Context: an optimization exercise on an open-source flow, tuned for small area. The choices shown serve that exercise and are no tape-out recipe.
Function was checked by simulation only, so behaviour that the tests miss may differ from the original.

**flow/config.mk**
```make
export PLATFORM = sky130hd
export DESIGN_NAME = calc_top
export DESIGN_NICKNAME = calc_top
export VERILOG_FILES = /design/flow/design.v
export SDC_FILE = /design/flow/constraint.sdc
export NUM_CORES = 4
export LEC_CHECK = 0
export ABC_AREA = 1
export CAP_MARGIN = 20
export CORE_MARGIN = 2
export CORE_UTILIZATION = 55
export CTS_BUF_LIST = sky130_fd_sc_hd__clkbuf_8
export GPL_TIMING_DRIVEN = 0
export SLEW_MARGIN = 20
export SYNTH_HIERARCHICAL = 1
```
**flow/constraint.sdc**
```tcl
create_clock -name core_clock -period 12.0 [get_ports {clk}]
set_input_delay 2.4000 -clock core_clock [delete_from_list [all_inputs] [get_ports {clk}]]
set_output_delay 2.4000 -clock core_clock [all_outputs]
set_load 0.01 [all_outputs]
```
**flow/design.v**
```verilog
module hex2seg (
   input [3:0] number,            
   output reg [6:0] pattern );    
   always @ (number)
      case(number)
         4'h0:  pattern = 7'b0000001;   
         4'h1:  pattern = 7'b1001111;   
         4'h2:  pattern = 7'b0010010;
         4'h3:  pattern = 7'b0000110;
         4'h4:  pattern = 7'b1001100;
         4'h5:  pattern = 7'b0100100;
         4'h6:  pattern = 7'b0100000;
         4'h7:  pattern = 7'b0001111;
         4'h8:  pattern = 7'b0000000;
         4'h9:  pattern = 7'b0000100;
         4'hA:  pattern = 7'b0001000;
         4'hB:  pattern = 7'b1100000;
         4'hC:  pattern = 7'b0110001;
         4'hD:  pattern = 7'b1000010;
         4'hE:  pattern = 7'b0110000;
         4'hF:  pattern = 7'b0111000;   
      endcase   
endmodule 
module DisplayInterface(
    input [15:0] value,
    input [9:0] count10,
    input [1:0] count2,
    output [9:0] next10,
    output at_zero,
    output [7:0] digit,
    output [7:0] segment
    );
    wire low_zero = ~|count10[8:0];
    assign at_zero = low_zero & ~count10[9];
    assign next10 = {count10[8:0], count10[9] ^ count10[6] ^ low_zero};
    reg [3:0] hex_value;
    always @*
        case (count2)
          2'b00: hex_value = value[3:0];
          2'b01: hex_value = value[7:4];
          2'b10: hex_value = value[11:8];
          2'b11: hex_value = value[15:12];
        endcase
    assign digit = {4'b1111, ~(count2 == 2'b11), ~(count2 == 2'b10),
                    ~(count2 == 2'b01), ~(count2 == 2'b00)};
    wire [6:0] hex_pattern;
    hex2seg part_seg(.number(hex_value), .pattern(hex_pattern));
    assign segment = {hex_pattern, 1'b1};
endmodule
module myCalc(
    input [16:0] X,
    input [16:0] Y,
    input [1:0] OP,
    input [4:0] keycode,
    input newkey,
    output reg [16:0] nextX,
    output loadY,
    output clearY,
    output OVW
    );
    wire sub = ~(OP[1] & OP[0]);
    wire b1 = Y[0] | OP[1];
    wire b2 = Y[1] & ~Y[0] & ~OP[1];
    wire b3 = Y[1] | OP[1];
    wire l4 = X[0] & b1;
    wire l5 = b3 & ~l4;
    wire p6 = ((X[1] & b1) | (X[0] & b2)) ^ b3;
    wire p7 = ((X[2] & b1) | (X[1] & b2)) ^ b3;
    wire p8 = ((X[3] & b1) | (X[2] & b2)) ^ b3;
    wire p9 = ((X[4] & b1) | (X[3] & b2)) ^ b3;
    wire p10 = ((X[5] & b1) | (X[4] & b2)) ^ b3;
    wire p11 = ((X[6] & b1) | (X[5] & b2)) ^ b3;
    wire p12 = ((X[7] & b1) | (X[6] & b2)) ^ b3;
    wire p13 = ((X[8] & b1) | (X[7] & b2)) ^ b3;
    wire p14 = ((X[9] & b1) | (X[8] & b2)) ^ b3;
    wire p15 = ((X[10] & b1) | (X[9] & b2)) ^ b3;
    wire p16 = ((X[11] & b1) | (X[10] & b2)) ^ b3;
    wire p17 = ((X[12] & b1) | (X[11] & b2)) ^ b3;
    wire p18 = ((X[13] & b1) | (X[12] & b2)) ^ b3;
    wire p19 = ((X[14] & b1) | (X[13] & b2)) ^ b3;
    wire p20 = ((X[15] & b1) | (X[14] & b2)) ^ b3;
    wire p21 = ((X[16] & b1) | (X[15] & b2)) ^ b3;
    wire p22 = ((X[16] & b1) | (X[16] & b2)) ^ b3;
    wire b23 = (Y[2] ^ Y[1]) & ~OP[1];
    wire b24 = ((Y[3] & ~Y[2] & ~Y[1]) | (~Y[3] & Y[2] & Y[1])) & ~OP[1];
    wire l25 = X[0] & b23;
    wire l26 = Y[3] & ~l25;
    wire p27 = ((X[1] & b23) | (X[0] & b24)) ^ Y[3];
    wire p28 = ((X[2] & b23) | (X[1] & b24)) ^ Y[3];
    wire p29 = ((X[3] & b23) | (X[2] & b24)) ^ Y[3];
    wire p30 = ((X[4] & b23) | (X[3] & b24)) ^ Y[3];
    wire p31 = ((X[5] & b23) | (X[4] & b24)) ^ Y[3];
    wire p32 = ((X[6] & b23) | (X[5] & b24)) ^ Y[3];
    wire p33 = ((X[7] & b23) | (X[6] & b24)) ^ Y[3];
    wire p34 = ((X[8] & b23) | (X[7] & b24)) ^ Y[3];
    wire p35 = ((X[9] & b23) | (X[8] & b24)) ^ Y[3];
    wire p36 = ((X[10] & b23) | (X[9] & b24)) ^ Y[3];
    wire p37 = ((X[11] & b23) | (X[10] & b24)) ^ Y[3];
    wire p38 = ((X[12] & b23) | (X[11] & b24)) ^ Y[3];
    wire p39 = ((X[13] & b23) | (X[12] & b24)) ^ Y[3];
    wire p40 = ((X[14] & b23) | (X[13] & b24)) ^ Y[3];
    wire p41 = ((X[15] & b23) | (X[14] & b24)) ^ Y[3];
    wire b42 = (Y[4] ^ Y[3]) & ~OP[1];
    wire b43 = ((Y[5] & ~Y[4] & ~Y[3]) | (~Y[5] & Y[4] & Y[3])) & ~OP[1];
    wire l44 = X[0] & b42;
    wire l45 = Y[5] & ~l44;
    wire p46 = ((X[1] & b42) | (X[0] & b43)) ^ Y[5];
    wire p47 = ((X[2] & b42) | (X[1] & b43)) ^ Y[5];
    wire p48 = ((X[3] & b42) | (X[2] & b43)) ^ Y[5];
    wire p49 = ((X[4] & b42) | (X[3] & b43)) ^ Y[5];
    wire p50 = ((X[5] & b42) | (X[4] & b43)) ^ Y[5];
    wire p51 = ((X[6] & b42) | (X[5] & b43)) ^ Y[5];
    wire p52 = ((X[7] & b42) | (X[6] & b43)) ^ Y[5];
    wire p53 = ((X[8] & b42) | (X[7] & b43)) ^ Y[5];
    wire p54 = ((X[9] & b42) | (X[8] & b43)) ^ Y[5];
    wire p55 = ((X[10] & b42) | (X[9] & b43)) ^ Y[5];
    wire p56 = ((X[11] & b42) | (X[10] & b43)) ^ Y[5];
    wire p57 = ((X[12] & b42) | (X[11] & b43)) ^ Y[5];
    wire p58 = ((X[13] & b42) | (X[12] & b43)) ^ Y[5];
    wire b59 = (Y[6] ^ Y[5]) & ~OP[1];
    wire b60 = ((Y[7] & ~Y[6] & ~Y[5]) | (~Y[7] & Y[6] & Y[5])) & ~OP[1];
    wire l61 = X[0] & b59;
    wire l62 = Y[7] & ~l61;
    wire p63 = ((X[1] & b59) | (X[0] & b60)) ^ Y[7];
    wire p64 = ((X[2] & b59) | (X[1] & b60)) ^ Y[7];
    wire p65 = ((X[3] & b59) | (X[2] & b60)) ^ Y[7];
    wire p66 = ((X[4] & b59) | (X[3] & b60)) ^ Y[7];
    wire p67 = ((X[5] & b59) | (X[4] & b60)) ^ Y[7];
    wire p68 = ((X[6] & b59) | (X[5] & b60)) ^ Y[7];
    wire p69 = ((X[7] & b59) | (X[6] & b60)) ^ Y[7];
    wire p70 = ((X[8] & b59) | (X[7] & b60)) ^ Y[7];
    wire p71 = ((X[9] & b59) | (X[8] & b60)) ^ Y[7];
    wire p72 = ((X[10] & b59) | (X[9] & b60)) ^ Y[7];
    wire p73 = ((X[11] & b59) | (X[10] & b60)) ^ Y[7];
    wire b74 = (Y[8] ^ Y[7]) & ~OP[1];
    wire b75 = ((Y[9] & ~Y[8] & ~Y[7]) | (~Y[9] & Y[8] & Y[7])) & ~OP[1];
    wire l76 = X[0] & b74;
    wire l77 = Y[9] & ~l76;
    wire p78 = ((X[1] & b74) | (X[0] & b75)) ^ Y[9];
    wire p79 = ((X[2] & b74) | (X[1] & b75)) ^ Y[9];
    wire p80 = ((X[3] & b74) | (X[2] & b75)) ^ Y[9];
    wire p81 = ((X[4] & b74) | (X[3] & b75)) ^ Y[9];
    wire p82 = ((X[5] & b74) | (X[4] & b75)) ^ Y[9];
    wire p83 = ((X[6] & b74) | (X[5] & b75)) ^ Y[9];
    wire p84 = ((X[7] & b74) | (X[6] & b75)) ^ Y[9];
    wire p85 = ((X[8] & b74) | (X[7] & b75)) ^ Y[9];
    wire p86 = ((X[9] & b74) | (X[8] & b75)) ^ Y[9];
    wire b87 = (Y[10] ^ Y[9]) & ~OP[1];
    wire b88 = ((Y[11] & ~Y[10] & ~Y[9]) | (~Y[11] & Y[10] & Y[9])) & ~OP[1];
    wire l89 = X[0] & b87;
    wire l90 = Y[11] & ~l89;
    wire p91 = ((X[1] & b87) | (X[0] & b88)) ^ Y[11];
    wire p92 = ((X[2] & b87) | (X[1] & b88)) ^ Y[11];
    wire p93 = ((X[3] & b87) | (X[2] & b88)) ^ Y[11];
    wire p94 = ((X[4] & b87) | (X[3] & b88)) ^ Y[11];
    wire p95 = ((X[5] & b87) | (X[4] & b88)) ^ Y[11];
    wire p96 = ((X[6] & b87) | (X[5] & b88)) ^ Y[11];
    wire p97 = ((X[7] & b87) | (X[6] & b88)) ^ Y[11];
    wire b98 = (Y[12] ^ Y[11]) & ~OP[1];
    wire b99 = ((Y[13] & ~Y[12] & ~Y[11]) | (~Y[13] & Y[12] & Y[11])) & ~OP[1];
    wire l100 = X[0] & b98;
    wire l101 = Y[13] & ~l100;
    wire p102 = ((X[1] & b98) | (X[0] & b99)) ^ Y[13];
    wire p103 = ((X[2] & b98) | (X[1] & b99)) ^ Y[13];
    wire p104 = ((X[3] & b98) | (X[2] & b99)) ^ Y[13];
    wire p105 = ((X[4] & b98) | (X[3] & b99)) ^ Y[13];
    wire p106 = ((X[5] & b98) | (X[4] & b99)) ^ Y[13];
    wire b107 = (Y[14] ^ Y[13]) & ~OP[1];
    wire b108 = ((Y[15] & ~Y[14] & ~Y[13]) | (~Y[15] & Y[14] & Y[13])) & ~OP[1];
    wire l109 = X[0] & b107;
    wire l110 = Y[15] & ~l109;
    wire p111 = ((X[1] & b107) | (X[0] & b108)) ^ Y[15];
    wire p112 = ((X[2] & b107) | (X[1] & b108)) ^ Y[15];
    wire p113 = ((X[3] & b107) | (X[2] & b108)) ^ Y[15];
    wire b114 = (Y[16] ^ Y[15]) & ~OP[1];
    wire b115 = ((Y[16] & ~Y[16] & ~Y[15]) | (~Y[16] & Y[16] & Y[15])) & ~OP[1];
    wire l116 = X[0] & b114;
    wire l117 = Y[16] & ~l116;
    wire p118 = ((X[1] & b114) | (X[0] & b115)) ^ Y[16];
    wire ha119_0, ha119_1;
    ha u119 (l5, p6, ha119_0, ha119_1);
    wire fa120_0, fa120_1;
    fa u120 (l25, p7, ha119_1, fa120_0, fa120_1);
    wire fa121_0, fa121_1;
    fa u121 (l26, p8, p27, fa121_0, fa121_1);
    wire ha122_0, ha122_1;
    ha u122 (fa120_1, fa121_0, ha122_0, ha122_1);
    wire fa123_0, fa123_1;
    fa u123 (l44, p9, p28, fa123_0, fa123_1);
    wire fa124_0, fa124_1;
    fa u124 (fa121_1, fa123_0, ha122_1, fa124_0, fa124_1);
    wire fa125_0, fa125_1;
    fa u125 (l45, p10, p29, fa125_0, fa125_1);
    wire fa126_0, fa126_1;
    fa u126 (p46, fa123_1, fa125_0, fa126_0, fa126_1);
    wire ha127_0, ha127_1;
    ha u127 (fa124_1, fa126_0, ha127_0, ha127_1);
    wire fa128_0, fa128_1;
    fa u128 (l61, p11, p30, fa128_0, fa128_1);
    wire fa129_0, fa129_1;
    fa u129 (p47, fa125_1, fa128_0, fa129_0, fa129_1);
    wire fa130_0, fa130_1;
    fa u130 (fa126_1, fa129_0, ha127_1, fa130_0, fa130_1);
    wire fa131_0, fa131_1;
    fa u131 (l62, p12, p31, fa131_0, fa131_1);
    wire fa132_0, fa132_1;
    fa u132 (p48, p63, fa128_1, fa132_0, fa132_1);
    wire fa133_0, fa133_1;
    fa u133 (fa131_0, fa132_0, fa129_1, fa133_0, fa133_1);
    wire ha134_0, ha134_1;
    ha u134 (fa130_1, fa133_0, ha134_0, ha134_1);
    wire fa135_0, fa135_1;
    fa u135 (l76, p13, p32, fa135_0, fa135_1);
    wire fa136_0, fa136_1;
    fa u136 (p49, p64, fa131_1, fa136_0, fa136_1);
    wire fa137_0, fa137_1;
    fa u137 (fa135_0, fa132_1, fa136_0, fa137_0, fa137_1);
    wire fa138_0, fa138_1;
    fa u138 (fa133_1, fa137_0, ha134_1, fa138_0, fa138_1);
    wire fa139_0, fa139_1;
    fa u139 (l77, p14, p33, fa139_0, fa139_1);
    wire fa140_0, fa140_1;
    fa u140 (p50, p65, p78, fa140_0, fa140_1);
    wire fa141_0, fa141_1;
    fa u141 (fa135_1, fa139_0, fa140_0, fa141_0, fa141_1);
    wire fa142_0, fa142_1;
    fa u142 (fa136_1, fa141_0, fa137_1, fa142_0, fa142_1);
    wire ha143_0, ha143_1;
    ha u143 (fa138_1, fa142_0, ha143_0, ha143_1);
    wire fa144_0, fa144_1;
    fa u144 (l89, p15, p34, fa144_0, fa144_1);
    wire fa145_0, fa145_1;
    fa u145 (p51, p66, p79, fa145_0, fa145_1);
    wire fa146_0, fa146_1;
    fa u146 (fa139_1, fa140_1, fa144_0, fa146_0, fa146_1);
    wire fa147_0, fa147_1;
    fa u147 (fa145_0, fa141_1, fa146_0, fa147_0, fa147_1);
    wire fa148_0, fa148_1;
    fa u148 (fa147_0, fa142_1, ha143_1, fa148_0, fa148_1);
    wire fa149_0, fa149_1;
    fa u149 (l90, p16, p35, fa149_0, fa149_1);
    wire fa150_0, fa150_1;
    fa u150 (p52, p67, p80, fa150_0, fa150_1);
    wire fa151_0, fa151_1;
    fa u151 (p91, fa144_1, fa145_1, fa151_0, fa151_1);
    wire fa152_0, fa152_1;
    fa u152 (fa149_0, fa150_0, fa151_0, fa152_0, fa152_1);
    wire fa153_0, fa153_1;
    fa u153 (fa146_1, fa147_1, fa152_0, fa153_0, fa153_1);
    wire ha154_0, ha154_1;
    ha u154 (fa148_1, fa153_0, ha154_0, ha154_1);
    wire fa155_0, fa155_1;
    fa u155 (l100, p17, p36, fa155_0, fa155_1);
    wire fa156_0, fa156_1;
    fa u156 (p53, p68, p81, fa156_0, fa156_1);
    wire fa157_0, fa157_1;
    fa u157 (p92, fa149_1, fa150_1, fa157_0, fa157_1);
    wire fa158_0, fa158_1;
    fa u158 (fa155_0, fa156_0, fa151_1, fa158_0, fa158_1);
    wire fa159_0, fa159_1;
    fa u159 (fa157_0, fa152_1, fa158_0, fa159_0, fa159_1);
    wire fa160_0, fa160_1;
    fa u160 (fa153_1, fa159_0, ha154_1, fa160_0, fa160_1);
    wire fa161_0, fa161_1;
    fa u161 (l101, p18, p37, fa161_0, fa161_1);
    wire fa162_0, fa162_1;
    fa u162 (p54, p69, p82, fa162_0, fa162_1);
    wire fa163_0, fa163_1;
    fa u163 (p93, p102, fa155_1, fa163_0, fa163_1);
    wire fa164_0, fa164_1;
    fa u164 (fa156_1, fa161_0, fa162_0, fa164_0, fa164_1);
    wire fa165_0, fa165_1;
    fa u165 (fa157_1, fa163_0, fa164_0, fa165_0, fa165_1);
    wire fa166_0, fa166_1;
    fa u166 (fa158_1, fa165_0, fa159_1, fa166_0, fa166_1);
    wire ha167_0, ha167_1;
    ha u167 (fa160_1, fa166_0, ha167_0, ha167_1);
    wire fa168_0, fa168_1;
    fa u168 (l109, p19, p38, fa168_0, fa168_1);
    wire fa169_0, fa169_1;
    fa u169 (p55, p70, p83, fa169_0, fa169_1);
    wire fa170_0, fa170_1;
    fa u170 (p94, p103, fa161_1, fa170_0, fa170_1);
    wire fa171_0, fa171_1;
    fa u171 (fa162_1, fa168_0, fa169_0, fa171_0, fa171_1);
    wire fa172_0, fa172_1;
    fa u172 (fa163_1, fa170_0, fa164_1, fa172_0, fa172_1);
    wire fa173_0, fa173_1;
    fa u173 (fa171_0, fa165_1, fa172_0, fa173_0, fa173_1);
    wire fa174_0, fa174_1;
    fa u174 (fa173_0, fa166_1, ha167_1, fa174_0, fa174_1);
    wire fa175_0, fa175_1;
    fa u175 (l110, p20, p39, fa175_0, fa175_1);
    wire fa176_0, fa176_1;
    fa u176 (p56, p71, p84, fa176_0, fa176_1);
    wire fa177_0, fa177_1;
    fa u177 (p95, p104, p111, fa177_0, fa177_1);
    wire fa178_0, fa178_1;
    fa u178 (fa168_1, fa169_1, fa175_0, fa178_0, fa178_1);
    wire fa179_0, fa179_1;
    fa u179 (fa176_0, fa177_0, fa170_1, fa179_0, fa179_1);
    wire fa180_0, fa180_1;
    fa u180 (fa171_1, fa178_0, fa172_1, fa180_0, fa180_1);
    wire fa181_0, fa181_1;
    fa u181 (fa179_0, fa173_1, fa180_0, fa181_0, fa181_1);
    wire ha182_0, ha182_1;
    ha u182 (fa174_1, fa181_0, ha182_0, ha182_1);
    wire fa183_0, fa183_1;
    fa u183 (l116, p21, p40, fa183_0, fa183_1);
    wire fa184_0, fa184_1;
    fa u184 (p57, p72, p85, fa184_0, fa184_1);
    wire fa185_0, fa185_1;
    fa u185 (p96, p105, p112, fa185_0, fa185_1);
    wire fa186_0, fa186_1;
    fa u186 (fa175_1, fa176_1, fa177_1, fa186_0, fa186_1);
    wire fa187_0, fa187_1;
    fa u187 (fa183_0, fa184_0, fa185_0, fa187_0, fa187_1);
    wire fa188_0, fa188_1;
    fa u188 (fa186_0, fa178_1, fa187_0, fa188_0, fa188_1);
    wire fa189_0, fa189_1;
    fa u189 (fa179_1, fa188_0, fa180_1, fa189_0, fa189_1);
    wire fa190_0, fa190_1;
    fa u190 (fa181_1, fa189_0, ha182_1, fa190_0, fa190_1);
    wire x191 = l117 ^ p22;
    wire x192 = p41 ^ p58;
    wire x193 = p73 ^ p86;
    wire x194 = p97 ^ p106;
    wire x195 = p113 ^ p118;
    wire x196 = x191 ^ x192;
    wire x197 = x193 ^ x194;
    wire x198 = x195 ^ fa183_1;
    wire x199 = fa184_1 ^ fa185_1;
    wire x200 = x196 ^ x197;
    wire x201 = x198 ^ x199;
    wire x202 = x200 ^ fa186_1;
    wire x203 = fa187_1 ^ x201;
    wire x204 = x202 ^ x203;
    wire x205 = fa188_1 ^ x204;
    wire x206 = x205 ^ fa189_1;
    wire x207 = x206 ^ fa190_1;
    wire d208 = ~(X[1] & ~X[0]);
    wire q209 = ~(X[0] & X[1]);
    wire q210 = ~(X[0] & X[2]);
    wire d211 = ~(X[2] & ~X[1]);
    wire q212 = ~(X[1] & X[2]);
    wire q213 = ~(X[0] & X[3]);
    wire q214 = ~(X[0] & X[4]);
    wire q215 = ~(X[1] & X[3]);
    wire d216 = ~(X[3] & ~X[2]);
    wire q217 = ~(X[2] & X[3]);
    wire q218 = ~(X[0] & X[5]);
    wire q219 = ~(X[1] & X[4]);
    wire q220 = ~(X[0] & X[6]);
    wire q221 = ~(X[1] & X[5]);
    wire q222 = ~(X[2] & X[4]);
    wire d223 = ~(X[4] & ~X[3]);
    wire q224 = ~(X[3] & X[4]);
    wire q225 = ~(X[0] & X[7]);
    wire q226 = ~(X[1] & X[6]);
    wire q227 = ~(X[2] & X[5]);
    wire q228 = ~(X[0] & X[8]);
    wire q229 = ~(X[1] & X[7]);
    wire q230 = ~(X[2] & X[6]);
    wire q231 = ~(X[3] & X[5]);
    wire d232 = ~(X[5] & ~X[4]);
    wire q233 = ~(X[4] & X[5]);
    wire q234 = ~(X[0] & X[9]);
    wire q235 = ~(X[1] & X[8]);
    wire q236 = ~(X[2] & X[7]);
    wire q237 = ~(X[3] & X[6]);
    wire q238 = ~(X[0] & X[10]);
    wire q239 = ~(X[1] & X[9]);
    wire q240 = ~(X[2] & X[8]);
    wire q241 = ~(X[3] & X[7]);
    wire q242 = ~(X[4] & X[6]);
    wire d243 = ~(X[6] & ~X[5]);
    wire q244 = ~(X[5] & X[6]);
    wire q245 = ~(X[0] & X[11]);
    wire q246 = ~(X[1] & X[10]);
    wire q247 = ~(X[2] & X[9]);
    wire q248 = ~(X[3] & X[8]);
    wire q249 = ~(X[4] & X[7]);
    wire q250 = ~(X[0] & X[12]);
    wire q251 = ~(X[1] & X[11]);
    wire q252 = ~(X[2] & X[10]);
    wire q253 = ~(X[3] & X[9]);
    wire q254 = ~(X[4] & X[8]);
    wire q255 = ~(X[5] & X[7]);
    wire d256 = ~(X[7] & ~X[6]);
    wire q257 = ~(X[6] & X[7]);
    wire q258 = ~(X[0] & X[13]);
    wire q259 = ~(X[1] & X[12]);
    wire q260 = ~(X[2] & X[11]);
    wire q261 = ~(X[3] & X[10]);
    wire q262 = ~(X[4] & X[9]);
    wire q263 = ~(X[5] & X[8]);
    wire q264 = ~(X[0] & X[14]);
    wire q265 = ~(X[1] & X[13]);
    wire q266 = ~(X[2] & X[12]);
    wire q267 = ~(X[3] & X[11]);
    wire q268 = ~(X[4] & X[10]);
    wire q269 = ~(X[5] & X[9]);
    wire q270 = ~(X[6] & X[8]);
    wire d271 = ~(X[8] & ~X[7]);
    wire q272 = ~(X[7] & X[8]);
    wire q273 = ~(X[0] & X[15]);
    wire q274 = ~(X[1] & X[14]);
    wire q275 = ~(X[2] & X[13]);
    wire q276 = ~(X[3] & X[12]);
    wire q277 = ~(X[4] & X[11]);
    wire q278 = ~(X[5] & X[10]);
    wire q279 = ~(X[6] & X[9]);
    wire q280 = ~(X[0] & X[16]);
    wire q281 = ~(X[1] & X[15]);
    wire q282 = ~(X[2] & X[14]);
    wire q283 = ~(X[3] & X[13]);
    wire q284 = ~(X[4] & X[12]);
    wire q285 = ~(X[5] & X[11]);
    wire q286 = ~(X[6] & X[10]);
    wire q287 = ~(X[7] & X[9]);
    wire xor2m288_0;
    xor2m u288 (q209, q210, xor2m288_0);
    wire nor2m289_0;
    nor2m u289 (q209, q210, nor2m289_0);
    wire i290 = ~nor2m289_0;
    wire fa291_0, fa291_1;
    fa u291 (d211, q213, i290, fa291_0, fa291_1);
    wire fa292_0, fa292_1;
    fa u292 (q212, q214, q215, fa292_0, fa292_1);
    wire xor2m293_0;
    xor2m u293 (fa291_1, fa292_0, xor2m293_0);
    wire nor2m294_0;
    nor2m u294 (fa291_1, fa292_0, nor2m294_0);
    wire fa295_0, fa295_1;
    fa u295 (d216, q218, q219, fa295_0, fa295_1);
    wire i296 = ~nor2m294_0;
    wire fa297_0, fa297_1;
    fa u297 (fa292_1, fa295_0, i296, fa297_0, fa297_1);
    wire fa298_0, fa298_1;
    fa u298 (q217, q220, q221, fa298_0, fa298_1);
    wire fa299_0, fa299_1;
    fa u299 (q222, fa295_1, fa298_0, fa299_0, fa299_1);
    wire xor2m300_0;
    xor2m u300 (fa297_1, fa299_0, xor2m300_0);
    wire nor2m301_0;
    nor2m u301 (fa297_1, fa299_0, nor2m301_0);
    wire fa302_0, fa302_1;
    fa u302 (d223, q225, q226, fa302_0, fa302_1);
    wire fa303_0, fa303_1;
    fa u303 (q227, fa298_1, fa302_0, fa303_0, fa303_1);
    wire i304 = ~nor2m301_0;
    wire fa305_0, fa305_1;
    fa u305 (fa299_1, fa303_0, i304, fa305_0, fa305_1);
    wire fa306_0, fa306_1;
    fa u306 (q224, q228, q229, fa306_0, fa306_1);
    wire fa307_0, fa307_1;
    fa u307 (q230, q231, fa302_1, fa307_0, fa307_1);
    wire fa308_0, fa308_1;
    fa u308 (fa306_0, fa303_1, fa307_0, fa308_0, fa308_1);
    wire xor2m309_0;
    xor2m u309 (fa305_1, fa308_0, xor2m309_0);
    wire nor2m310_0;
    nor2m u310 (fa305_1, fa308_0, nor2m310_0);
    wire fa311_0, fa311_1;
    fa u311 (d232, q234, q235, fa311_0, fa311_1);
    wire fa312_0, fa312_1;
    fa u312 (q236, q237, fa306_1, fa312_0, fa312_1);
    wire fa313_0, fa313_1;
    fa u313 (fa311_0, fa307_1, fa312_0, fa313_0, fa313_1);
    wire i314 = ~nor2m310_0;
    wire fa315_0, fa315_1;
    fa u315 (fa308_1, fa313_0, i314, fa315_0, fa315_1);
    wire fa316_0, fa316_1;
    fa u316 (q233, q238, q239, fa316_0, fa316_1);
    wire fa317_0, fa317_1;
    fa u317 (q240, q241, q242, fa317_0, fa317_1);
    wire fa318_0, fa318_1;
    fa u318 (fa311_1, fa316_0, fa317_0, fa318_0, fa318_1);
    wire fa319_0, fa319_1;
    fa u319 (fa312_1, fa318_0, fa313_1, fa319_0, fa319_1);
    wire xor2m320_0;
    xor2m u320 (fa315_1, fa319_0, xor2m320_0);
    wire nor2m321_0;
    nor2m u321 (fa315_1, fa319_0, nor2m321_0);
    wire fa322_0, fa322_1;
    fa u322 (d243, q245, q246, fa322_0, fa322_1);
    wire fa323_0, fa323_1;
    fa u323 (q247, q248, q249, fa323_0, fa323_1);
    wire fa324_0, fa324_1;
    fa u324 (fa316_1, fa317_1, fa322_0, fa324_0, fa324_1);
    wire fa325_0, fa325_1;
    fa u325 (fa323_0, fa318_1, fa324_0, fa325_0, fa325_1);
    wire i326 = ~nor2m321_0;
    wire fa327_0, fa327_1;
    fa u327 (fa325_0, fa319_1, i326, fa327_0, fa327_1);
    wire fa328_0, fa328_1;
    fa u328 (q244, q250, q251, fa328_0, fa328_1);
    wire fa329_0, fa329_1;
    fa u329 (q252, q253, q254, fa329_0, fa329_1);
    wire fa330_0, fa330_1;
    fa u330 (q255, fa322_1, fa323_1, fa330_0, fa330_1);
    wire fa331_0, fa331_1;
    fa u331 (fa328_0, fa329_0, fa324_1, fa331_0, fa331_1);
    wire fa332_0, fa332_1;
    fa u332 (fa330_0, fa325_1, fa331_0, fa332_0, fa332_1);
    wire xor2m333_0;
    xor2m u333 (fa327_1, fa332_0, xor2m333_0);
    wire nor2m334_0;
    nor2m u334 (fa327_1, fa332_0, nor2m334_0);
    wire fa335_0, fa335_1;
    fa u335 (d256, q258, q259, fa335_0, fa335_1);
    wire fa336_0, fa336_1;
    fa u336 (q260, q261, q262, fa336_0, fa336_1);
    wire fa337_0, fa337_1;
    fa u337 (q263, fa328_1, fa329_1, fa337_0, fa337_1);
    wire fa338_0, fa338_1;
    fa u338 (fa335_0, fa336_0, fa330_1, fa338_0, fa338_1);
    wire fa339_0, fa339_1;
    fa u339 (fa337_0, fa331_1, fa338_0, fa339_0, fa339_1);
    wire i340 = ~nor2m334_0;
    wire fa341_0, fa341_1;
    fa u341 (fa332_1, fa339_0, i340, fa341_0, fa341_1);
    wire fa342_0, fa342_1;
    fa u342 (q257, q264, q265, fa342_0, fa342_1);
    wire fa343_0, fa343_1;
    fa u343 (q266, q267, q268, fa343_0, fa343_1);
    wire fa344_0, fa344_1;
    fa u344 (q269, q270, fa335_1, fa344_0, fa344_1);
    wire fa345_0, fa345_1;
    fa u345 (fa336_1, fa342_0, fa343_0, fa345_0, fa345_1);
    wire fa346_0, fa346_1;
    fa u346 (fa337_1, fa344_0, fa345_0, fa346_0, fa346_1);
    wire fa347_0, fa347_1;
    fa u347 (fa338_1, fa346_0, fa339_1, fa347_0, fa347_1);
    wire xor2m348_0;
    xor2m u348 (fa341_1, fa347_0, xor2m348_0);
    wire nor2m349_0;
    nor2m u349 (fa341_1, fa347_0, nor2m349_0);
    wire fa350_0, fa350_1;
    fa u350 (d271, q273, q274, fa350_0, fa350_1);
    wire fa351_0, fa351_1;
    fa u351 (q275, q276, q277, fa351_0, fa351_1);
    wire fa352_0, fa352_1;
    fa u352 (q278, q279, fa342_1, fa352_0, fa352_1);
    wire fa353_0, fa353_1;
    fa u353 (fa343_1, fa350_0, fa351_0, fa353_0, fa353_1);
    wire fa354_0, fa354_1;
    fa u354 (fa344_1, fa345_1, fa352_0, fa354_0, fa354_1);
    wire fa355_0, fa355_1;
    fa u355 (fa353_0, fa346_1, fa354_0, fa355_0, fa355_1);
    wire i356 = ~nor2m349_0;
    wire fa357_0, fa357_1;
    fa u357 (fa355_0, fa347_1, i356, fa357_0, fa357_1);
    wire x358 = q272 ^ q280;
    wire x359 = q281 ^ q282;
    wire x360 = q283 ^ q284;
    wire x361 = q285 ^ q286;
    wire x362 = q287 ^ x358;
    wire x363 = x359 ^ x360;
    wire x364 = x361 ^ fa350_1;
    wire x365 = fa351_1 ^ x362;
    wire x366 = x363 ^ x364;
    wire x367 = x365 ^ fa352_1;
    wire x368 = fa353_1 ^ x366;
    wire x369 = x367 ^ x368;
    wire x370 = fa354_1 ^ x369;
    wire x371 = x370 ^ fa355_1;
    wire x372 = x371 ^ fa357_1;
    wire a373 = Y[0] & OP[1];
    wire a374 = X[0] ^ sub;
    wire a375 = Y[1] & OP[1];
    wire a376 = X[1] ^ sub;
    wire a377 = Y[2] & OP[1];
    wire a378 = X[2] ^ sub;
    wire a379 = Y[3] & OP[1];
    wire a380 = X[3] ^ sub;
    wire a381 = Y[4] & OP[1];
    wire a382 = X[4] ^ sub;
    wire a383 = Y[5] & OP[1];
    wire a384 = X[5] ^ sub;
    wire a385 = Y[6] & OP[1];
    wire a386 = X[6] ^ sub;
    wire a387 = Y[7] & OP[1];
    wire a388 = X[7] ^ sub;
    wire a389 = Y[8] & OP[1];
    wire a390 = X[8] ^ sub;
    wire a391 = Y[9] & OP[1];
    wire a392 = X[9] ^ sub;
    wire a393 = Y[10] & OP[1];
    wire a394 = X[10] ^ sub;
    wire a395 = Y[11] & OP[1];
    wire a396 = X[11] ^ sub;
    wire a397 = Y[12] & OP[1];
    wire a398 = X[12] ^ sub;
    wire a399 = Y[13] & OP[1];
    wire a400 = X[13] ^ sub;
    wire a401 = Y[14] & OP[1];
    wire a402 = X[14] ^ sub;
    wire a403 = Y[15] & OP[1];
    wire a404 = X[15] ^ sub;
    wire a405 = Y[16] & OP[1];
    wire a406 = X[16] ^ sub;
    wire a407 = Y[16] & OP[1];
    wire a408 = X[16] ^ sub;
    wire fa409_0, fa409_1;
    fa u409 (sub, a373, a374, fa409_0, fa409_1);
    wire fa410_0, fa410_1;
    fa u410 (a375, a376, fa409_1, fa410_0, fa410_1);
    wire fa411_0, fa411_1;
    fa u411 (a377, a378, fa410_1, fa411_0, fa411_1);
    wire fa412_0, fa412_1;
    fa u412 (a379, a380, fa411_1, fa412_0, fa412_1);
    wire fa413_0, fa413_1;
    fa u413 (a381, a382, fa412_1, fa413_0, fa413_1);
    wire fa414_0, fa414_1;
    fa u414 (a383, a384, fa413_1, fa414_0, fa414_1);
    wire fa415_0, fa415_1;
    fa u415 (a385, a386, fa414_1, fa415_0, fa415_1);
    wire fa416_0, fa416_1;
    fa u416 (a387, a388, fa415_1, fa416_0, fa416_1);
    wire fa417_0, fa417_1;
    fa u417 (a389, a390, fa416_1, fa417_0, fa417_1);
    wire fa418_0, fa418_1;
    fa u418 (a391, a392, fa417_1, fa418_0, fa418_1);
    wire fa419_0, fa419_1;
    fa u419 (a393, a394, fa418_1, fa419_0, fa419_1);
    wire fa420_0, fa420_1;
    fa u420 (a395, a396, fa419_1, fa420_0, fa420_1);
    wire fa421_0, fa421_1;
    fa u421 (a397, a398, fa420_1, fa421_0, fa421_1);
    wire fa422_0, fa422_1;
    fa u422 (a399, a400, fa421_1, fa422_0, fa422_1);
    wire fa423_0, fa423_1;
    fa u423 (a401, a402, fa422_1, fa423_0, fa423_1);
    wire fa424_0, fa424_1;
    fa u424 (a403, a404, fa423_1, fa424_0, fa424_1);
    wire fa425_0, fa425_1;
    fa u425 (a405, a406, fa424_1, fa425_0, fa425_1);
    wire x426 = a407 ^ a408;
    wire x427 = x426 ^ fa425_1;
    wire [17:0] P = {x207, fa190_0, ha182_0, fa174_0, ha167_0, fa160_0, ha154_0, fa148_0, ha143_0, fa138_0, ha134_0, fa130_0, ha127_0, fa124_0, ha122_0, fa120_0, ha119_0, l4};    
    wire [17:0] S = {x372, ~fa357_0, xor2m348_0, ~fa341_0, xor2m333_0, ~fa327_0, xor2m320_0, ~fa315_0, xor2m309_0, ~fa305_0, xor2m300_0, ~fa297_0, xor2m293_0, ~fa291_0, xor2m288_0, ~d208, 1'b0, X[0]};    
    wire [17:0] A = {x427, fa425_0, fa424_0, fa423_0, fa422_0, fa421_0, fa420_0, fa419_0, fa418_0, fa417_0, fa416_0, fa415_0, fa414_0, fa413_0, fa412_0, fa411_0, fa410_0, fa409_0};    
    wire k_digit = newkey & keycode[4];
    wire k_op    = newkey & (keycode[4:2] == 3'b010);
    wire k_ce    = newkey & (keycode == 5'b01100);
    wire k_ca    = newkey & (keycode == 5'b00100);
    wire k_eq    = newkey & (keycode == 5'b00011);
    wire k_sqr   = newkey & (keycode == 5'b00001);
    wire k_neg   = newkey & (keycode == 5'b00010);
    wire op_mul = (OP == 2'b01);
    wire sel_shift = k_digit;
    wire sel_a = (k_eq & OP[1]) | (k_neg & ~OP[1]);
    wire sel_p = (k_eq & op_mul) | (k_neg & OP[1]);
    wire sel_s = k_sqr;
    wire sel_x = ~(k_digit | k_op | k_ce | k_ca | k_sqr | k_neg | (k_eq & (OP != 2'b00)));
    wire [16:0] shifted = {X[12:0], keycode[3:0]};
    wire [16:0] pick3_n, pick2_n;
    genvar b;
    generate for (b = 0; b < 17; b = b + 1) begin : pick
        ao222_n p3 (sel_shift, shifted[b], sel_a, A[b], sel_p, P[b], pick3_n[b]);
        ao22_n p2 (sel_s, S[b], sel_x, X[b], pick2_n[b]);
    end endgenerate
    always @* nextX = ~(pick3_n & pick2_n);
    assign loadY = k_op;
    assign clearY = k_ca;
    assign OVW = (OP[1] & A[17]) | (op_mul & P[17]) | (k_sqr & S[17]);
endmodule
module fa(input a, input b, input c, output s, output co);
    assign s = a ^ b ^ c;
    assign co = (a & b) | (a & c) | (b & c);
endmodule
module ha(input a, input b, output s, output co);
    assign s = a ^ b;
    assign co = a & b;
endmodule
module xor2m(input a, input b, output y);
    assign y = a ^ b;
endmodule
module nor2m(input a, input b, output y);
    assign y = ~(a | b);
endmodule
module xnor2m(input a, input b, output y);
    assign y = ~(a ^ b);
endmodule
module or2m(input a, input b, output y);
    assign y = a | b;
endmodule
module ornm(input a, input b, output y);
    assign y = a | ~b;
endmodule
module andnm(input a, input b, output y);
    assign y = a & ~b;
endmodule
module ao222_n(input a1, input b1, input a2, input b2, input a3, input b3, output y);
    assign y = ~((a1 & b1) | (a2 & b2) | (a3 & b3));
endmodule
module ao22_n(input a1, input b1, input a2, input b2, output y);
    assign y = ~((a1 & b1) | (a2 & b2));
endmodule
module calc_top(
        input clk,               
        input rst,               
        input [4:0] keycode,     
        input newkey,            
        output [15:0] calcOut,   
        output [7:0] digit,      
        output [7:0] segment,    
        output NEG_LED,
        output OVW_LED
        );
    reg [16:0] X, Y;         
    reg [1:0] OP;            
    reg [9:0] count10;       
    reg [1:0] count2;        
    wire [16:0] nextX;
    wire loadY, clearY;
    myCalc calculator (
        .X(X), .Y(Y), .OP(OP),
        .keycode(keycode), .newkey(newkey),
        .nextX(nextX), .loadY(loadY), .clearY(clearY),
        .OVW(OVW_LED)
        );
    always @(posedge clk or posedge rst)
        if (rst) X <= 17'b0;
        else X <= nextX;
    always @(posedge clk or posedge rst)
        if (rst) begin
            Y <= 17'b0;
            OP <= 2'b0;
        end else if (loadY) begin
            Y <= X;
            OP <= keycode[1:0];
        end else if (clearY) begin
            Y <= 17'b0;
            OP <= 2'b0;
        end
    assign calcOut = X[15:0];
    assign NEG_LED = X[16];
    wire [9:0] next10;
    wire at_zero;
    DisplayInterface display (
        .value(X[15:0]), .count10(count10), .count2(count2),
        .next10(next10), .at_zero(at_zero),
        .digit(digit), .segment(segment)
        );
    always @(posedge clk or posedge rst)
        if (rst) count10 <= 10'b0;
        else count10 <= next10;
    always @(posedge clk or posedge rst)
        if (rst) count2 <= 2'b0;
        else if (at_zero) count2 <= count2 + 2'b1;
endmodule
```
**flow/flow/run.sh**
```bash
#!/bin/bash
# The standard synthesis (kept as std_synth.v for reference), the same
# synthesis without its final flatten (hier/), the combinational logic mapped
# again for area by flow/post.ys, a check that the registers are the standard
# synthesis's, then the standard layout from floorplan to finish.
set -euo pipefail
W=$(pwd)
P=$FLOW_PLATFORM
R=$W/orfs/results/$P/calc_top/base
H=$W/hier/results/$P/calc_top/base
LIB=$FLOW_HOME/platforms/$P/lib/sky130_fd_sc_hd__tt_025C_1v80.lib
bash standard.sh synth > $W/synth.log 2>&1
cp $R/1_2_yosys.v $W/std_synth.v
sed -e "s#WORK_HOME=[^ ]*#WORK_HOME=$W/hier#" -e "s#SYNTH_SCRIPT=[^ ]*#SYNTH_SCRIPT=$W/flow/hier_synth.tcl#" \
    -e '/^if \[\[/,$d' standard.sh > $W/hier.sh
bash $W/hier.sh $H/1_2_yosys.v > $W/hier_synth.log 2>&1
sed -e "s#@LIB@#$LIB#g" -e "s#@IN@#$H/1_2_yosys.v#" -e "s#@OUT@#$R/1_2_yosys.v#" -e "s#@W@#$W#" \
    -e "s#@CELLS@#$W/flow/cells.v#" flow/post.ys > $W/post_run.ys
yosys -s $W/post_run.ys > $W/post_yosys.log 2>&1
python3 flow/check_regs.py $W/std_synth.v $R/1_2_yosys.v > $W/check_regs.log 2>&1
bash standard.sh BUFFER_PORTS_ARGS="-buffer_cell sky130_fd_sc_hd__buf_1" finish > $W/layout.log 2>&1
```
**flow/flow/cells.v**
```verilog
// The design's ao222_n and ao22_n modules, each as the one library cell
// with that function.
module ao222_n(input a1, input b1, input a2, input b2, input a3, input b3, output y);
    (* keep_hierarchy *) sky130_fd_sc_hd__a222oi_1 cell (.A1(a1), .A2(b1), .B1(a2), .B2(b2), .C1(a3), .C2(b3), .Y(y));
endmodule

module ao22_n(input a1, input b1, input a2, input b2, output y);
    (* keep_hierarchy *) sky130_fd_sc_hd__a22oi_1 cell (.A1(a1), .A2(b1), .B1(a2), .B2(b2), .Y(y));
endmodule
```
**flow/flow/check_regs.py**
```python
#!/usr/bin/env python3
"""Checks that two netlists have the same registers: the same instance names,
each in the same cell type (drive strength aside)."""
import re, sys

def regs(path):
    t = open(path).read()
    out = {}
    for typ, name in re.findall(r'\b(sky130_fd_sc_hd__(?:df|edf|sdf|dl)\w*?)_\d+\s+(\S+)\s*\(', t):
        out[name.lstrip('\\')] = typ
    return out

a, b = regs(sys.argv[1]), regs(sys.argv[2])
print(f'{len(a)} registers in {sys.argv[1]}, {len(b)} in {sys.argv[2]}')
bad = sorted(set(a) ^ set(b)) + sorted(n for n in set(a) & set(b) if a[n] != b[n])
for n in bad:
    print('mismatch:', n, a.get(n), b.get(n))
sys.exit(1 if bad else 0)
```
**flow/flow/hier_synth.tcl**
```tcl
# synth_recipe.tcl (the standard synthesis) without its final flatten: the
# netlist keeps the design's modules, so post.ys can map some of them itself.
proc synth {args} { yosys synth -nofsm -noshare {*}$args }
source $::env(SCRIPTS_DIR)/synth.tcl
# left out here: clear keep_hierarchy, clean up, hide names made inside functions, write 1_2_yosys.v
```
**flow/flow/post.ys**
```
# Re-map the synthesis netlist (the standard synthesis without its final
# flatten). The modules ao222_n and ao22_n become their library cells
# (flow/cells.v); registers, full adders and tie cells are kept as they are;
# every other cell is turned back into logic and mapped again by ABC for
# area, as one flat netlist.
read_liberty -ignore_miss_func -ignore_miss_dir @LIB@
read_verilog @IN@
delete ao222_n ao22_n
read_verilog @CELLS@
hierarchy -top calc_top
setattr -mod -set keep_hierarchy 1 sky130_fd_sc_hd__fa_* sky130_fd_sc_hd__df* sky130_fd_sc_hd__edf* sky130_fd_sc_hd__sdf* sky130_fd_sc_hd__dl* sky130_fd_sc_hd__conb_1
flatten
select -module calc_top
techmap
opt -fast
abc -liberty @LIB@ -dont_use sky130_fd_sc_hd__lpflow_bleeder_1 -dont_use sky130_fd_sc_hd__lpflow_clkbufkapwr_1 -dont_use sky130_fd_sc_hd__lpflow_clkbufkapwr_16 -dont_use sky130_fd_sc_hd__lpflow_clkbufkapwr_2 -dont_use sky130_fd_sc_hd__lpflow_clkbufkapwr_4 -dont_use sky130_fd_sc_hd__lpflow_clkbufkapwr_8 -dont_use sky130_fd_sc_hd__lpflow_clkinvkapwr_1 -dont_use sky130_fd_sc_hd__lpflow_clkinvkapwr_16 -dont_use sky130_fd_sc_hd__lpflow_clkinvkapwr_2 -dont_use sky130_fd_sc_hd__lpflow_clkinvkapwr_4 -dont_use sky130_fd_sc_hd__lpflow_clkinvkapwr_8 -dont_use sky130_fd_sc_hd__lpflow_decapkapwr_12 -dont_use sky130_fd_sc_hd__lpflow_decapkapwr_3 -dont_use sky130_fd_sc_hd__lpflow_decapkapwr_4 -dont_use sky130_fd_sc_hd__lpflow_decapkapwr_6 -dont_use sky130_fd_sc_hd__lpflow_decapkapwr_8 -dont_use sky130_fd_sc_hd__lpflow_inputiso0n_1 -dont_use sky130_fd_sc_hd__lpflow_inputiso0p_1 -dont_use sky130_fd_sc_hd__lpflow_inputiso1n_1 -dont_use sky130_fd_sc_hd__lpflow_inputiso1p_1 -dont_use sky130_fd_sc_hd__lpflow_inputisolatch_1 -dont_use sky130_fd_sc_hd__lpflow_isobufsrc_1 -dont_use sky130_fd_sc_hd__lpflow_isobufsrc_16 -dont_use sky130_fd_sc_hd__lpflow_isobufsrc_2 -dont_use sky130_fd_sc_hd__lpflow_isobufsrc_4 -dont_use sky130_fd_sc_hd__lpflow_isobufsrc_8 -dont_use sky130_fd_sc_hd__lpflow_isobufsrckapwr_16 -dont_use sky130_fd_sc_hd__lpflow_lsbuf_lh_hl_isowell_tap_1 -dont_use sky130_fd_sc_hd__lpflow_lsbuf_lh_hl_isowell_tap_2 -dont_use sky130_fd_sc_hd__lpflow_lsbuf_lh_hl_isowell_tap_4 -dont_use sky130_fd_sc_hd__lpflow_lsbuf_lh_isowell_4 -dont_use sky130_fd_sc_hd__lpflow_lsbuf_lh_isowell_tap_1 -dont_use sky130_fd_sc_hd__lpflow_lsbuf_lh_isowell_tap_2 -dont_use sky130_fd_sc_hd__lpflow_lsbuf_lh_isowell_tap_4 -dont_use sky130_fd_sc_hd__probe_p_8 -dont_use sky130_fd_sc_hd__probec_p_8  -script "+strash; dch -f; amap; topo"
opt_clean -purge
hilomap -singleton -hicell sky130_fd_sc_hd__conb_1 HI -locell sky130_fd_sc_hd__conb_1 LO
splitnets
opt_clean -purge
select -clear
tee -o @W@/post_stat.txt stat -liberty @LIB@
select calc_top
write_verilog -noattr -noexpr -nohex -nodec -selected @OUT@
```
**flow/standard.sh**
```bash
#!/bin/bash
# synth_recipe.tcl (not shown) runs the flow's synth.tcl, then flattens the netlist and writes it again
# the make line also repeats each setting of config.mk as NAME=value (left out here)
make -C /OpenROAD-flow-scripts/flow DESIGN_CONFIG=/design/flow/config.mk WORK_HOME=/design/flow/orfs CLKGATE_MAP_FILE= SYNTH_SCRIPT=/design/flow/synth_recipe.tcl "${@:-finish}"
```
==> qor.yml, run 1 <==
setup_violations: 0
numCtsBuffers: 5
drive_above_1_share_pct: 3.89
viasPerCell: 6.44
vias: 7263
path_buf_inv: 3
cap_violations: 0
hold_class: "flop to flop"
grt_first_pass_wirelength_mm: 37.6
crit_path_max_fanout: 32
cts.sinks: 48
drtIter0Drc: 732
die_w_um: 119
rows: 42
die-area_sq_um: 14200
hp-start: "count10[2]"
cts.path.max_buffers: 2
cts_tree: "built"
nFillCells: 1212
nNetsFinal: 1090
holdPathStages: 0
crit_top_cell: "fa_1"
clock.fmax_mhz: 85.7
period_share_pct: 97.3
cp-end-kind: "output port"
io_buffer_count: 36
crit_path_top_delay_cell: "dfrtp_2"
io_pins: 42
crit_required_ns: 9.60
synth_area_per_cell_sq_um: 8.23
clock_latency_ns: 0.32
fp.dieH_um: 119
drc: 0
path_clk_slew_ns: 0.10
critPathKind: "flop to output port"
finalCriticalPeriod_ns: 11.67
root_buffer: "clkbuf_8"
ctsHoldBuffers: 0
grt_pass1_vias: 7261
place_hpwl_mm: 16.3
min_to: "count10[3]"
multi_input_area_sq_um: 5860
cts_htree_levels: 2
reg2reg_slack_ns: 3.18
fin_tns_setup_ns: 0
coreArea_sq_um: 13100
grt_start_max_net_pins: 37
diodes: 0
max_slew_margin_pct: 24.1
ant_nets: 0
finalWeightedCongestion: 0.879
r2r_end: "X[16]"
layout_setup_ws_ns: 0.329
grt_antenna_before_repair: 0
drt_pre_antenna_iters: 7
wire_per_inst_um: 20.5
startpoint_type: "flop"
dpl.cell_count: 1114
status: "no timing/DRC/antenna violations"
syn_to_final_growth_pct: 8.84
hold_viol: 0
slowest_delay_ns: 0.57
final_cells: 1128
synth_warnings: 10
finClkSkew_ns: 0.00951
worst_r2r_path_depth: 23
dp_slack_ns: -1.58
maxSlewViolCount: 0
drt-total-wl_mm: 23.2
crit_family: "adder cells"
grt-ovfl-total: 0
netlist_area_sq_um: 7320
track_usage_pct: 33.5
syn_inst: 889
final-seq-area_sq_um: 1200
cp.arrival_ns: 9.27
rr_startpoint: "OP[1]"
worst_pin_slew_ns: 1.14
start_util_pct: 55.7
==> sequential cells by signal, summed over array words and instances (netlist names) <==
register,cells
count2,2
count10,10
Y,17
OP,2
X,17
==> worst max-delay path by stage <==
stage	start	slack [ns]	endpoint	depth (start not counted)
finish	OP[1]	0.33	OVW_LED	27
global route	OP[1]	-0.007	OVW_LED	27
CTS	OP[1]	0.13	OVW_LED	26
detailed placement	OP[1]	-1.58	OVW_LED	26
global placement	OP[1]	-1.25	OVW_LED	26
floorplan	OP[1]	0.11	OVW_LED	25
==> layer usage <==
layer | wire length, um | global-route usage [%]
met1 | 9490 | 45.7
met2 | 11200 | 55.1
met3 | 1940 | 6.37
met4 | 547 | 9.56
met5 | 0 | 0
==> worst reg2reg max path, delay by kind of cell, from the launching register on <==
family | cells | cell delay, ns
AO/OA/AOI/OAI | 2 | 0.41
adder cells (fa/ha/maj) | 17 | 6.77
AND/OR/NAND/NOR | 2 | 0.46
flip-flops | 1 | 0.57
buffers and inverters | 2 | 0.48
==> layout by cell type, fill, tap and decap left out, types with 2 or more instances in the layout <==
master	instances
fa_1	130
clkinv_1	82
clkbuf_8	5
o21ai_0	87
nor3_1	3
o221ai_1	10
clkinv_2	2
o22ai_1	128
nor2_2	2
dfrtp_1	47
o221ai_2	2
o31ai_1	2
conb_1	6
o21a_1	2
o211ai_1	3
or2_0	2
or3_1	8
buf_2	4
a222oi_1	17
buf_6	2
a21oi_1	34
nand2_1	181
nor2_1	99
o22a_1	5
a22oi_1	17
nor4_1	4
xor2_1	3
buf_1	36
buf_4	7
==> what timing repair did <==
item                       in CTS  in global routing
buffers inserted                0                  6
gates cloned                    0                  1
resized for setup               6                  2
setup endpoints to repair       1                  1
pin swaps                       0                  1
hold endpoints to repair        0                  0
==> area by class of cell <==
| cell class | count | share of cell area (%) |
|---|---|---|
| multi-input cells | 759 | 73.6 |
| flip-flops and latches | 48 | 15.1 |
| inverters | 86 | 4.21 |
| repair buffers | 51 | 3.33 |
| well taps | 176 | 2.76 |
| clock buffers | 5 | 0.864 |
| clock inverters | 2 | 0.110 |
| repair inverters | 1 | 0.0628 |
==> metrics by stage <==
stage | cell area [sq um] | util [%] | hold slack, ns
after floorplan | 7330 | - | 0.354
after global placement | 7690 | 58.5 | 0.359
after detailed placement | 7810 | 59.5 | 0.364
after CTS | 7900 | 60.2 | 0.384
after global routing | 7970 | 60.6 | 0.387
final | 7970 | 60.6 | 0.384
==> run 2, diff against run 1 <==
--- a/flow/design.v
+++ b/flow/design.v
@@ -54,7 +54,8 @@
     input [4:0] keycode,
     input newkey,
+    input rst,
     output reg [16:0] nextX,
-    output loadY,
-    output clearY,
+    output [16:0] nextY,
+    output [1:0] nextOP,
     output OVW
     );
@@ -642,11 +643,12 @@
     wire [17:0] S = {x372, ~fa357_0, xor2m348_0, ~fa341_0, xor2m333_0, ~fa327_0, xor2m320_0, ~fa315_0, xor2m309_0, ~fa305_0, xor2m300_0, ~fa297_0, xor2m293_0, ~fa291_0, xor2m288_0, ~d208, 1'b0, X[0]};    
     wire [17:0] A = {x427, fa425_0, fa424_0, fa423_0, fa422_0, fa421_0, fa420_0, fa419_0, fa418_0, fa417_0, fa416_0, fa415_0, fa414_0, fa413_0, fa412_0, fa411_0, fa410_0, fa409_0};    
-    wire k_digit = newkey & keycode[4];
-    wire k_op    = newkey & (keycode[4:2] == 3'b010);
-    wire k_ce    = newkey & (keycode == 5'b01100);
-    wire k_ca    = newkey & (keycode == 5'b00100);
-    wire k_eq    = newkey & (keycode == 5'b00011);
-    wire k_sqr   = newkey & (keycode == 5'b00001);
-    wire k_neg   = newkey & (keycode == 5'b00010);
+    wire key     = newkey & ~rst;
+    wire k_digit = key & keycode[4];
+    wire k_op    = key & (keycode[4:2] == 3'b010);
+    wire k_ce    = key & (keycode == 5'b01100);
+    wire k_ca    = key & (keycode == 5'b00100);
+    wire k_eq    = key & (keycode == 5'b00011);
+    wire k_sqr   = key & (keycode == 5'b00001);
+    wire k_neg   = key & (keycode == 5'b00010);
     wire op_mul = (OP == 2'b01);
     wire sel_shift = k_digit;
@@ -654,5 +656,5 @@
     wire sel_p = (k_eq & op_mul) | (k_neg & OP[1]);
     wire sel_s = k_sqr;
-    wire sel_x = ~(k_digit | k_op | k_ce | k_ca | k_sqr | k_neg | (k_eq & (OP != 2'b00)));
+    wire sel_x = ~(rst | k_digit | k_op | k_ce | k_ca | k_sqr | k_neg | (k_eq & (OP != 2'b00)));
     wire [16:0] shifted = {X[12:0], keycode[3:0]};
     wire [16:0] pick3_n, pick2_n;
@@ -663,6 +665,7 @@
     end endgenerate
     always @* nextX = ~(pick3_n & pick2_n);
-    assign loadY = k_op;
-    assign clearY = k_ca;
+    wire hold_y = ~(rst | k_op | k_ca);
+    assign nextY = ({17{k_op}} & X) | ({17{hold_y}} & Y);
+    assign nextOP = ({2{k_op}} & keycode[1:0]) | ({2{hold_y}} & OP);
     assign OVW = (OP[1] & A[17]) | (op_mul & P[17]) | (k_sqr & S[17]);
 endmodule
@@ -714,26 +717,17 @@
     reg [9:0] count10;       
     reg [1:0] count2;        
-    wire [16:0] nextX;
-    wire loadY, clearY;
+    wire [16:0] nextX, nextY;
+    wire [1:0] nextOP;
     myCalc calculator (
         .X(X), .Y(Y), .OP(OP),
-        .keycode(keycode), .newkey(newkey),
-        .nextX(nextX), .loadY(loadY), .clearY(clearY),
+        .keycode(keycode), .newkey(newkey), .rst(rst),
+        .nextX(nextX), .nextY(nextY), .nextOP(nextOP),
         .OVW(OVW_LED)
         );
-    always @(posedge clk or posedge rst)
-        if (rst) X <= 17'b0;
-        else X <= nextX;
-    always @(posedge clk or posedge rst)
-        if (rst) begin
-            Y <= 17'b0;
-            OP <= 2'b0;
-        end else if (loadY) begin
-            Y <= X;
-            OP <= keycode[1:0];
-        end else if (clearY) begin
-            Y <= 17'b0;
-            OP <= 2'b0;
-        end
+    always @(posedge clk) begin
+        X <= nextX;
+        Y <= nextY;
+        OP <= nextOP;
+    end
     assign calcOut = X[15:0];
     assign NEG_LED = X[16];
==> run 2 against run 1 <==
- setup slack better by 0.030 ns
- hold slack hardly changed
- global-route usage is 0.25 points lower
- routed wire length is 1.6% lower
- via count is 0.59% higher
- synthesized area is 2.4% lower
- register-to-register slack better by 0.02 ns
- synthesized cell count is 0.90% higher
- sequential cell count stayed put
- count of clock-buffer cells in the layout stayed put
- die area is 2.3% lower
- highest routed layer unchanged
==> qor.yml, run 2 <==
clock_latency_ns: 0.31
mostFrequentLayoutCell: "nand2_1"
die_w_um: 118
cts_tree: "built"
final_cells: 1125
ant_nets: 0
cts.path.max_buffers: 2
finalCriticalPeriod_ns: 11.64
dpl.cell_count: 1116
io_buffer_count: 36
drt-total-wl_mm: 22.8
netlist_area_sq_um: 7140
hold_class: "flop to flop"
vias: 7306
nFillCells: 1166
grt_start_max_net_pins: 35
drtIter0Drc: 791
hold_viol: 0
ctsHoldBuffers: 0
die-area_sq_um: 13900
period_share_pct: 97.0
finalWeightedCongestion: 0.940
finish.instance_area_sq_um: 7740
syn_to_final_growth_pct: 8.39
cts_htree_levels: 2
crit_required_ns: 9.60
finClkSkew_ns: 0.00956
status: "no timing/DRC/antenna violations"
root_buffer: "clkbuf_8"
biggestRegsByFlops: "X (17), Y (17), count10 (10)"
numCtsBuffers: 5
path_clk_slew_ns: 0.09
nNetsFinal: 1091
crit_path_top_delay_cell: "clkinv_1"
cts.sinks: 48
layout_common_cells: "nand2_1, o22ai_1, fa_1"
crit_family: "adder cells"
viasPerCell: 6.49
worst_pin_slew_ns: 1.24
critPathKind: "flop to output port"
grt_antenna_before_repair: 0
grt_pass1_vias: 7217
synth_area_per_cell_sq_um: 7.96
syn_inst: 897
setup_violations: 0
drc: 0
drt_pre_antenna_iters: 6
slowest_delay_ns: 0.66
max_slew_margin_pct: 17.2
track_usage_pct: 33.3
crit_path_max_fanout: 22
drive_above_1_share_pct: 2.83
crit_top_cell: "fa_1"
cp-end-kind: "output port"
start_util_pct: 56.4
synth_warnings: 10
path_buf_inv: 2
maxSlewViolCount: 0
cap_violations: 0
clock.fmax_mhz: 85.9
rsz0062_at_grt: "no"
wire_per_inst_um: 20.3
grt_first_pass_wirelength_mm: 37.0
fp.dieH_um: 118
grt-ovfl-total: 0
coreArea_sq_um: 12700
io_pins: 42
rows: 41
post_dp_cell_area_sq_um: 7600
startpoint_type: "flop"
place_hpwl_mm: 16.2
diodes: 0
cp.arrival_ns: 9.24
[run 2: metrics by stage]
stage               setup slack [ns]  hold WS, ns  setup TNS, ns  utilization (%)
floorplan                     0.0795        0.354              0                -
global placement               -1.21        0.362          -1.21             59.2
detailed placement             -1.54        0.365          -1.54             60.0
CTS                            0.193        0.387              0             60.9
global route                  0.0320        0.401              0             61.1
finish                         0.359        0.383              0             61.1
[run 2: layer usage]
layer  routed length [um]  vias to the layer above  track usage [%]
met5                    0                        -                0
met4                  591                        0             10.8
met3                 2000                       46             5.18
met2                10900                      379             54.0
met1                 9300                     3567             46.0
li1                     -                     3314                -
[run 2: final timing paths]
kind / startpoint / end / slack [ns] / cells after the start
max reg2reg: X[0] / X[16] / 3.20 / 21
max in group asynchronous: rst / count10[2] / 9.64 / 2
min reg2reg: count10[4] / count10[5] / 0.38 / 0
max: X[0] / OVW_LED / 0.36 / 25
min in group asynchronous: rst / count10[6] / 2.05 / 2
min: count10[4] / count10[5] / 0.38 / 0
[run 2: area by class of cell]
cell class              count  area [sq um]  share of cell area, %
repair buffers             45           209                   2.70
well taps                 172           215                   2.78
clock buffers               5          68.8                  0.889
inverters                  86           329                   4.25
clock inverters             2          33.8                  0.436
flip-flops and latches     48          1020                   13.2
multi-input cells         767          5860                   75.7
[run 2: worst register-to-register path, stage by stage, from the launching register on]
cell      delay, ns
dfxtp_1        0.64
clkinv_1       0.66
o22ai_1        0.22
fa_1           0.44
fa_1           0.39
fa_1           0.39
fa_1           0.40
fa_1           0.40
fa_1           0.39
fa_1           0.39
fa_1           0.40
fa_1           0.39
fa_1           0.38
fa_1           0.39
fa_1           0.40
fa_1           0.40
fa_1           0.39
fa_1           0.39
fa_1           0.39
fa_1           0.44
a222oi_1       0.31
nand2_1        0.10
[run 2: what timing repair did]
item / CTS / global route
pin swaps: 0 / 1
buffers inserted: 0 / 1
endpoints found under the setup margin: 1 / 1
gates resized for setup: 6 / 0
==> run 3, diff against run 2 <==
--- a/flow/config.mk
+++ b/flow/config.mk
@@ -7,9 +7,9 @@
 export LEC_CHECK = 0
 export ABC_AREA = 1
-export CAP_MARGIN = 20
+export CAP_MARGIN = 5
 export CORE_MARGIN = 2
 export CORE_UTILIZATION = 55
 export CTS_BUF_LIST = sky130_fd_sc_hd__clkbuf_8
 export GPL_TIMING_DRIVEN = 0
-export SLEW_MARGIN = 20
+export SLEW_MARGIN = 5
 export SYNTH_HIERARCHICAL = 1
==> run 3 against run 2 <==
- still clean on timing, DRC and antenna
- fmax rose by 0.11%
- clock skew rose by 0.0040 ns
- critical path type unchanged
==> qor.yml, run 3 <==
drt-total-wl_mm: 22.8
final-seq-area_sq_um: 1020
met3_usage_pct: 4.94
diodes: 0
layout_setup_ws_ns: 0.372
holdPathStages: 0
path_clk_slew_ns: 0.09
grt-ovfl-total: 0
fin_util_pct: 61.0
dpl.cell_count: 1114
nNetsFinal: 1092
cp-end-kind: "output port"
cts.path.max_buffers: 2
cts_tree: "built"
rr_startpoint: "X[0]"
maxSlewViolCount: 0
cts.sinks: 48
coreArea_sq_um: 12700
root_buffer: "clkbuf_8"
finalWeightedCongestion: 0.940
drc: 0
dp_slack_ns: -1.59
grt_start_max_net_pins: 35
crit_required_ns: 9.60
post_dp_cell_area_sq_um: 7580
rows: 41
syn_to_final_growth_pct: 8.32
hold_class: "flop to flop"
nFillCells: 1216
hp-start: "count10[0]"
ctsHoldBuffers: 0
setup_violations: 0
cp.arrival_ns: 9.23
mostFrequentLayoutCell: "nand2_1"
fp.dieH_um: 118
drtIter0Drc: 942
drt_pre_antenna_iters: 9
gr-max-usage-layer: "met2"
cap_violations: 0
synth_warnings: 10
ant_nets: 0
start_util_pct: 56.4
hold_viol: 0
grt_antenna_before_repair: 0
numCtsBuffers: 5
vias: 7278
die-area_sq_um: 13900
max_slew_margin_pct: 7.41
critPathKind: "flop to output port"
cts_htree_levels: 2
final_cells: 1127
min_to: "count10[1]"
drive_above_1_share_pct: 2.83
period_share_pct: 96.9
track_usage_pct: 33.3
worst_pin_slew_ns: 1.39
startpoint_type: "flop"
layout_common_cells: "nand2_1, o22ai_1, fa_1"
netlist_area_sq_um: 7140
rsz0062_at_grt: "no"
io_pins: 42
worst_r2r_path_depth: 21
die_w_um: 118
finalCriticalPeriod_ns: 11.63
place_hpwl_mm: 16.2
syn_inst: 897
io_buffer_count: 36
gr-usage-met2_pct: 54.8
crit_path_max_fanout: 22
grt_use_met1_pct: 45.2
finClkSkew_ns: 0.0135
clock_latency_ns: 0.32
grt_first_pass_wirelength_mm: 37.0
synth_area_per_cell_sq_um: 7.96
viasPerCell: 6.46
grt_pass1_vias: 7248
wire_per_inst_um: 20.2
clock.fmax_mhz: 86.0
biggestRegsByFlops: "X (17), Y (17), count10 (10)"
finish.instance_area_sq_um: 7730
multi_input_area_sq_um: 5850
reg2reg_slack_ns: 3.24
r2r_end: "X[16]"
status: "no timing/DRC/antenna violations"
[run 3: layer usage]
metal	routed length (um)	vias up
met5	0	-
met4	716	0
met3	1950	59
met2	10800	393
met1	9290	3497
li1	-	3329
[run 3: stage by stage]
step | TNS [ns] | hold WS, ns
2_1_floorplan | 0 | 0.354
3_3_place_gp | -1.21 | 0.362
3_5_place_dp | -1.59 | 0.365
4_1_cts | 0 | 0.386
5_1_grt | 0 | 0.400
6_report | 0 | 0.386
[run 3: how the worst max path moves through the flow]
stage	cells past startpoint	to	startpoint
floorplan	24	OVW_LED	OP[1]
global placement	26	OVW_LED	OP[1]
detailed placement	26	OVW_LED	OP[1]
CTS	26	OVW_LED	OP[1]
global route	25	OVW_LED	X[0]
finish	25	OVW_LED	X[0]
[run 3: worst max-delay path, cell delays in order (launching register included)]
cell and delay, ns:
dfxtp_1 0.64, clkinvlp_4 0.59, o22ai_1 0.18, fa_1 0.44, fa_1 0.40, fa_1 0.39, fa_1 0.40, fa_1 0.39
fa_1 0.39, fa_1 0.39, fa_1 0.40, fa_1 0.40, fa_1 0.39, fa_1 0.40, fa_1 0.40, fa_1 0.40
fa_1 0.40, fa_1 0.39, fa_1 0.39, fa_1 0.39, nor2_1 0.10, a21oi_1 0.05, a21oi_1 0.14, o21ai_0 0.10
o311ai_0 0.14, buf_1 0.20
[run 3: what timing repair did]
action | 4_1_cts | 5_1_grt
gates resized for setup | 6 | 2
setup buffers | 0 | 5
pin swaps | 0 | 1
gates cloned | 0 | 0
hold endpoints to repair | 0 | 0
setup endpoints to repair | 1 | 1
[run 3: cell type report]
cell class	instances	share of cell area, %
Sequential cell	48	13.2
Timing Repair Buffer	46	2.86
Clock buffer	6	1.07
Multi-Input combinational cell	767	75.6
Tap cell	172	2.78
Clock inverter	2	0.146
Inverter	86	4.34

## static timing again, ports no longer ideal
No port has a modelled driver above. Below, the same layouts with a new extraction and two added sets of constraints. Step 1: set_driving_cell puts a clkbuf_16 on clk and a buf_2 on each other input, an assumption about the parent block. Step 2, shift: input delay + t, output delay - t, t = (earliest + latest rising clock arrival at the registers) / 2. This alone moves slack from input paths to output paths. Three values: ideal ports, drivers, drivers and shift; two values: the first two.
run	t, ns	setup slack, ns	worst setup path at the end	latest minus earliest clock arrival (ns)	worst data-port slew with drivers (ns)
run 1	0.349	0.329 / 0.293 / 0.642	register to output	0.009 / 0.010	0.03
run 2	0.341	0.359 / 0.327 / 0.668	register to output	0.009 / 0.010	0.03
run 3	0.350	0.372 / 0.339 / 0.689	register to output	0.014 / 0.013	0.03
After both steps setup and hold are still met in every run listed.
